Source: an optimization exercise on an open RTL-to-GDS flow (aim: small area). Production flows keep margins and buffers that such runs may drop.
In this exercise RTL edits were held to simulation tests only and were not proved equivalent to the original.
Power and IR drop assume default switching activity.

red:
## CONTROLLER
module CONTROLLER(
input CONTROLLER_Reset,
input CONTROLLER_Clock,
output [11:0]rom_addr,
output rom_rd,
input [7:0]rom_data,
output [7:0]P0,
output [7:0]P1,
output [7:0]P2,
output [7:0]P3,
output [7:0]SP,
output [7:0]A,
output [15:0]PC,
output [7:0]PSW,
output [1:0]Current_Phase,
output [3:0]Current_State
);
localparam ES0=4'd0, ES1=4'd1, ES2=4'd2, ES3=4'd3, ES4=4'd4, ES5=4'd5, ES6=4'd6, ES7=4'd7,
           IES4=4'd8, IES6=4'd10, CJNE1=4'd15;
reg ph2;                  
reg [3:0] st;
reg [11:0] pc;
reg [7:0] acc, sp;
reg cy, ac;
reg p0, p1, p2, p3;
reg [7:0] opc;            
reg [11:0] pct;           
reg int_f;                
reg anu;                  
reg pcy;                  
reg rd_q, wr_q, isb_q, inb_q;
reg [7:0] ind_q, ad_q;
reg [11:0] ra_q;
reg rr_q;
reg [7:0] rom_q;
wire [7:0] od;
wire ob;
assign rom_addr = ra_q;
assign rom_rd = rr_q;
assign P0 = {8{p0}};
assign P1 = {8{p1}};
assign P2 = {8{p2}};
assign P3 = {8{p3}};
assign SP = sp;
assign A = acc;
assign PC = {4'h0, pc};
assign PSW = {cy, ac, 6'b000000};
assign Current_Phase = {ph2, 1'b0};
assign Current_State = st;
RAM CONTROLLER2 (
    .clk(CONTROLLER_Clock),
    .rst(CONTROLLER_Reset),
    .rd(rd_q),
    .wr(wr_q),
    .is_bit_addr(isb_q),
    .in_bit_data(inb_q),
    .in_data(ind_q),
    .addr(ad_q),
    .out_bit_data(ob),
    .out_data(od)
);
always @(posedge CONTROLLER_Clock) begin
    if (CONTROLLER_Reset) rom_q <= 8'h00;
    else if (rr_q) rom_q <= rom_data;
end
function c1;
input [7:0] o;
c1 = o == 8'h02 || o == 8'h12;
endfunction
function c2;
input [7:0] o;
c2 = o[3:0] == 4'h1;
  ...
For scale: roughly 3100 cells after synthesis, about 100 I/O pins, roughly 46000 µm² of cells after synthesis.
clock: 20.0 ns
lec_check: 0
cap_margin: 20
core_margin: 2
core_utilization: 70
place_density: 0.8
slew_margin: 20
synth_hierarchical: 1
standard.sh (not shown) runs the stock make flow with config.mk's settings and CLKGATE_MAP_FILE= SYNTH_SCRIPT=/design/flow/synth_recipe.tcl, a recipe that flattens the netlist after the stock synthesis.
==> flow/flow/run.sh <==
#!/bin/bash
# The standard layout flow (standard.sh, unchanged synthesis), with two settings changed:
#  - the port buffers that global placement inserts are sky130_fd_sc_hd__buf_1
#    (every input and output port still gets its own buffer);
#  - clock tree synthesis clusters at most 10 sinks within 40 um per clkbuf_4 leaf
#    buffer, and inserts no dummy loads.
set -o pipefail
export BUFFER_PORTS_ARGS="-buffer_cell sky130_fd_sc_hd__buf_1"
export CTS_ARGS="-sink_clustering_enable -repair_clock_nets -sink_clustering_size 10 -sink_clustering_max_diameter 40 -buf_list sky130_fd_sc_hd__clkbuf_4 -dont_use_dummy_load"
bash standard.sh > standard_flow.log 2>&1
status=$?
tail -20 standard_flow.log
exit $status
What blue does differently from red at the input level:
--- a/flow/design.v
+++ b/flow/design.v
@@ -86,33 +86,36 @@
 output [3:0]Current_State
 );
 localparam ES0=4'd0, ES1=4'd1, ES2=4'd2, ES3=4'd3, ES4=4'd4, ES5=4'd5, ES6=4'd6, ES7=4'd7,
            IES4=4'd8, IES6=4'd10, CJNE1=4'd15;
 reg ph2;                  
 reg [3:0] st;
 reg [11:0] pc;
 reg [7:0] acc, sp;
 reg cy, ac;
-reg p0, p1, p2, p3;
 reg [7:0] opc;            
 reg [11:0] pct;           
 reg int_f;                
 reg anu;                  
 reg pcy;                  
 reg rd_q, wr_q, isb_q, inb_q;
 reg [7:0] ind_q, ad_q;
 reg [11:0] ra_q;
 reg rr_q;
 reg [7:0] rom_q;
 wire [7:0] od;
 wire ob;
 assign rom_addr = ra_q;
 assign rom_rd = rr_q;
+wire p0 = ph2 | (st != 4'd0);
+wire p1 = ph2 | (st >= 4'd2);
+wire p2 = ph2 | (st >= 4'd3);
+wire p3 = ph2 | (st >= 4'd4);
 assign P0 = {8{p0}};
 assign P1 = {8{p1}};
 assign P2 = {8{p2}};
 assign P3 = {8{p3}};
 assign SP = sp;
 assign A = acc;
 assign PC = {4'h0, pc};
 assign PSW = {cy, ac, 6'b000000};
 assign Current_Phase = {ph2, 1'b0};
@@ -489,30 +492,24 @@
 wire inb_n = (t_ies4 & ((opc == 8'hC2) | (opc == 8'h92))) ? ((opc == 8'h92) & cy) : inb_q;
 wire rr_set = t_es0 | t_es1 | (t_es2 & d_rr) | (t_es4 & k1);
 wire rr_clr = (t_es2 & !d_rr) | (t_es4 & !k1 & !k19) | e5n | t_es7;
 wire rr_n = rr_set | (rr_q & !rr_clr);
 wire int_n = (t_es2 & (d6 | d13 | d20 | d7 | d14 | d18 | d19)) |
              (int_f & !(t_es2 & (d4 | d12 | d5 | d8 | d9 | d11)));
 wire e4_anu1 = o_push | (opc[7:3] == 5'b00001) | (opc[7:3] == 5'b00011) | o_inci | e4_xch;
 wire e4_anuk = k19 | k1 | k2 | e4_bit | (opc == 8'h55) | (opc[7:1] == 7'b1110011);
 wire anu_n = t_es4 ? (e4_anu1 | (e4_anuk & anu)) : anu;
-wire p0_n = p0 | (t_cs0 & (st == 4'd0));
-wire p1_n = p1 | (t_cs0 & (st == 4'd1));
-wire p2_n = p2 | (t_cs0 & (st == 4'd2));
-wire p3_n = p3 | (t_cs0 & (st == 4'd3));
 always @(posedge CONTROLLER_Clock) begin
     if (CONTROLLER_Reset) begin
         ph2 <= 1'b0; st <= 4'd0; pc <= 12'h000; acc <= 8'h00; sp <= 8'h00; cy <= 1'b0; ac <= 1'b0;
-        p0 <= 1'b0; p1 <= 1'b0; p2 <= 1'b0; p3 <= 1'b0;
         opc <= 8'h00; pct <= 12'h000; int_f <= 1'b0; anu <= 1'b0; pcy <= 1'b0;
         rd_q <= 1'b0; wr_q <= 1'b0; isb_q <= 1'b0; inb_q <= 1'b0; ind_q <= 8'h00; ad_q <= 8'h00;
         ra_q <= 12'h000; rr_q <= 1'b0;
     end
     else begin
         ph2 <= ph2_n; st <= st_n; pc <= pc_n; acc <= acc_n; sp <= sp_n; cy <= cy_n; ac <= ac_n;
-        p0 <= p0_n; p1 <= p1_n; p2 <= p2_n; p3 <= p3_n;
         opc <= opc_n; pct <= pct_n; int_f <= int_n; anu <= anu_n; pcy <= pcy_n;
         rd_q <= rd_n; wr_q <= wr_n; isb_q <= isb_n; inb_q <= inb_n; ind_q <= ind_n; ad_q <= ad_n;
         ra_q <= ra_n; rr_q <= rr_n;
     end
 end
 endmodule
## What came out
- As far as number of tap cells added at floorplan goes, red and blue are indistinguishable; the numbers are identical.
- On final routed wire length divided by cell count, red and blue are basically level.
- Placement-stage cell area down about 0.5% in blue wrt red
- Compared with red, blue shows a lower maximum clock skew at final layout.
- On timing-limited maximum frequency: blue sits above red.
- Comparing red and blue, the lower combined area of all synthesized cells was measured on blue.
- blue vs. red: post-route clock period utilization went down by 2.9 points.
- Diff red and blue: largest fanout on the critical path higher in red
- Going from red to blue, layout-stage area growth over the synthesis result neither gained nor lost much, number of clock buffers in the layout rose by 3, total power after layout went up about 0.8%, number of nets in the finished design has decreased.

========
CONTROLLER, a different RTL version from the one above (not shown whole).
Size in the first run: roughly 3000 cells after synthesis, roughly 1100 flip-flops, roughly 100 I/O pins, about 0.046 sq mm of cells after synthesis.
clock: 20.0 ns
lec_check: 0
cap_margin: 20
core_margin: 2
core_utilization: 70
place_density: 0.8
slew_margin: 20
synth_hierarchical: 1
Scripts as last shown in full above: flow/flow/run.sh
==> next run, changes <==
--- a/flow/design.v
+++ b/flow/design.v
@@ -7,54 +7,63 @@
 genvar k;
 generate
 for (k = 0; k < 42; k = k + 1) begin : g
     ram_aoi222 u (.a1(sel[3*k]), .a2(d[3*k]), .b1(sel[3*k+1]), .b2(d[3*k+1]), .c1(sel[3*k+2]), .c2(d[3*k+2]), .y(t[k]));
 end
 endgenerate
 assign t[42] = ~((sel[126] & d[126]) | (sel[127] & d[127]));
 assign y = ~&t;
 endmodule
 module ram_nor2 (input a, b, output y);
 assign y = ~(a | b);
 endmodule
+module ram_nand2 (input a, b, output y);
+assign y = ~(a & b);
+endmodule
+module ram_cell (input clk, input en, input enn, input d, output reg q);
+always @(posedge clk) q <= (q | en) & (d | enn);
+endmodule
 module RAM (
     input clk,
     input rst,
     input rd,
     input wr,
     input is_bit_addr,
     input in_bit_data,
     input [7:0] in_data,
     input [7:0] addr,
     output reg out_bit_data,
     output reg [7:0] out_data
 );
 wire [6:0] baddr = is_bit_addr ? {3'b010, addr[6:3]} : addr[6:0];
 wire wen = wr && !rd && !addr[7];
-wire [15:0] hin = ~({16{rst}} | (16'd1 << baddr[6:3]));
-wire [7:0] lon = ~({8{rst}} | (8'd1 << baddr[2:0]));
-wire [127:0] sel, rsel;
+wire [15:0] hi = {16{rst}} | (16'd1 << baddr[6:3]);
+wire [7:0] lo = {8{rst}} | (8'd1 << baddr[2:0]);
+wire [15:0] hin = ~hi;
+wire [7:0] lon = ~lo;
+wire [127:0] sel, seln, rsel;
 wire [1023:0] q;
 wire [7:0] rbyte;
 wire [7:0] bsel = 8'd1 << addr[2:0];
 wire [7:0] wbyte = is_bit_addr ? ((rbyte & ~bsel) | ({8{in_bit_data}} & bsel)) : in_data;
 wire [7:0] d = rst ? 8'h04 : (wen ? wbyte : rbyte);
 genvar g, b;
 generate
 for (g = 0; g < 128; g = g + 1) begin : word
     ram_nor2 uw (.a(hin[g >> 3]), .b(lon[g & 7]), .y(sel[g]));
+    ram_nand2 un (.a(hi[g >> 3]), .b(lo[g & 7]), .y(seln[g]));
     ram_nor2 ur (.a(hin[g >> 3]), .b(lon[g & 7]), .y(rsel[g]));
-    reg [7:0] r;
-    always @(posedge clk) if (sel[g]) r <= d;
-    assign q[g*8 +: 8] = r;
+    for (b = 0; b < 8; b = b + 1) begin : bt
+        ram_cell u (.clk(clk), .en(sel[g]), .enn(seln[g]), .d(d[b]), .q(q[g*8+b]));
+    end
 end
 endgenerate
 generate
 for (b = 0; b < 8; b = b + 1) begin : rd_bit
     wire [127:0] col;
     for (g = 0; g < 128; g = g + 1) begin : c
         assign col[g] = q[g*8+b];
     end
     ram_rdbit u (.sel(rsel), .d(col), .y(rbyte[b]));
 end
 endgenerate
 always @(posedge clk) begin
@@ -321,37 +330,37 @@
 wire acin = s_cj ? pcy : (s_gen & !(e_f1 | e_f2) & cy);
 wire op_add = s_gen & (e_add_od | e_add_rom | e_inc_r | o_push);
 wire op_sub = s_cj | (s_gen & (e_sub_od | e_sub_rom | e_dec_r));
 wire op_and = s_gen & (e_and_od | e_and_rom);
 wire op_xor = s_gen & (e_xor_od | e_xor_rom);
 wire op_or  = s_gen & (e_or_od | e_or_rom | e_or_0);
 wire op_nf  = s_es4 | s_pc2 | (s_gen & (e_f1 | e_f2));
 wire [2:0] aop = op_add ? 3'd1 : op_sub ? 3'd2 : op_and ? 3'd3 : op_xor ? 3'd4 : op_or ? 3'd5 : op_nf ? 3'd6 : 3'd0;
 reg [7:0] dres;
 reg dcy, dax;
 wire a_sub = (aop == 3'd2);
 wire [7:0] ty = a_sub ? ~ay : ay;
-wire c0 = a_sub ? 1'b1 : acin;
+wire c0 = a_sub ^ acin;
 wire [4:0] lo5 = ax[3:0] + ty[3:0] + c0;
 wire [4:0] hi5 = ax[7:4] + ty[7:4] + lo5[4];
 wire [7:0] sum = {hi5[3:0], lo5[3:0]};
 always @(*) begin
     dres = 8'h00; dcy = 1'b0; dax = 1'b0;
     case (aop)
         3'd1: begin dres = sum; dcy = hi5[4]; dax = lo5[4]; end
         3'd6: dres = sum;
         3'd2: begin
-            dres = sum - acin;
-            dcy = hi5[4] & (ay != 8'h00);
-            dax = lo5[4] & (ay[3:0] != 4'h0);
+            dres = sum;
+            dcy = (hi5[4] | (acin & (&sum))) & (ay != 8'h00);
+            dax = (lo5[4] | (acin & (&sum[3:0]))) & (ay[3:0] != 4'h0);
         end
         3'd3: dres = ax & ay;
         3'd4: dres = ax ^ ay;
         3'd5: dres = ax | ay;
         default: ;
     endcase
 end
 wire t_es0 = ph2 & (st == ES0);
 wire t_es2 = ph2 & (st == ES2);
 wire t_es3 = ph2 & (st == ES3);
 wire t_ies4 = ph2 & (st == IES4);
 wire t_es4 = ph2 & (st == ES4);
=> Maximum frequency went down by 0.64%. Global-route usage went up by 5.6 points. Combinational power goes up by 96%. Sequential cell count is unchanged. Critical path depth is higher by 2. First-iteration DRC count fell by 2.6%. Hold slack got worse by 5.6 ps. Clock skew fell by 13 ps. Design area shrinks by 1.5%.

## separate check: timing with driven ports
The flow's constraints put no driver on any port. The routed layouts listed below were extracted and timed again, unchanged, in two steps. Step 1 (the two cells are an assumption about what drives the block):
set clk [get_ports {CONTROLLER_Clock}]
set_driving_cell -lib_cell sky130_fd_sc_hd__clkbuf_16 $clk
set_driving_cell -lib_cell sky130_fd_sc_hd__buf_2 [delete_from_list [all_inputs] $clk]
Step 2 times the ports against the registers' clock, not the clock port: input delays grow and output delays shrink by t, the midpoint of the rising clock arrivals with the driver on. Three values: no drivers, after step 1, after step 2; two values: the first two.
run	t, ns	setup WS [ns]	worst hold slack (ns)	worst setup path after step 2
red	1.012	10.592 / 10.630 / 9.618	0.399 / 0.399 / 0.399	input to register
blue	1.050	11.162 / 11.196 / 10.146	0.461 / 0.461 / 0.461	input to register
the first run of note 2	1.035	11.040 / 11.073 / 10.038	0.459 / 0.459 / 0.459	input to register
the second run of note 2	1.084	10.983 / 11.027 / 9.943	0.453 / 0.453 / 0.453	input to register
After both steps setup and hold are still met in every run listed. For the second run of note 2, which loses most, drivers alone change the setup slack by +0.044 ns; drivers and shift together by -1.040 ns.
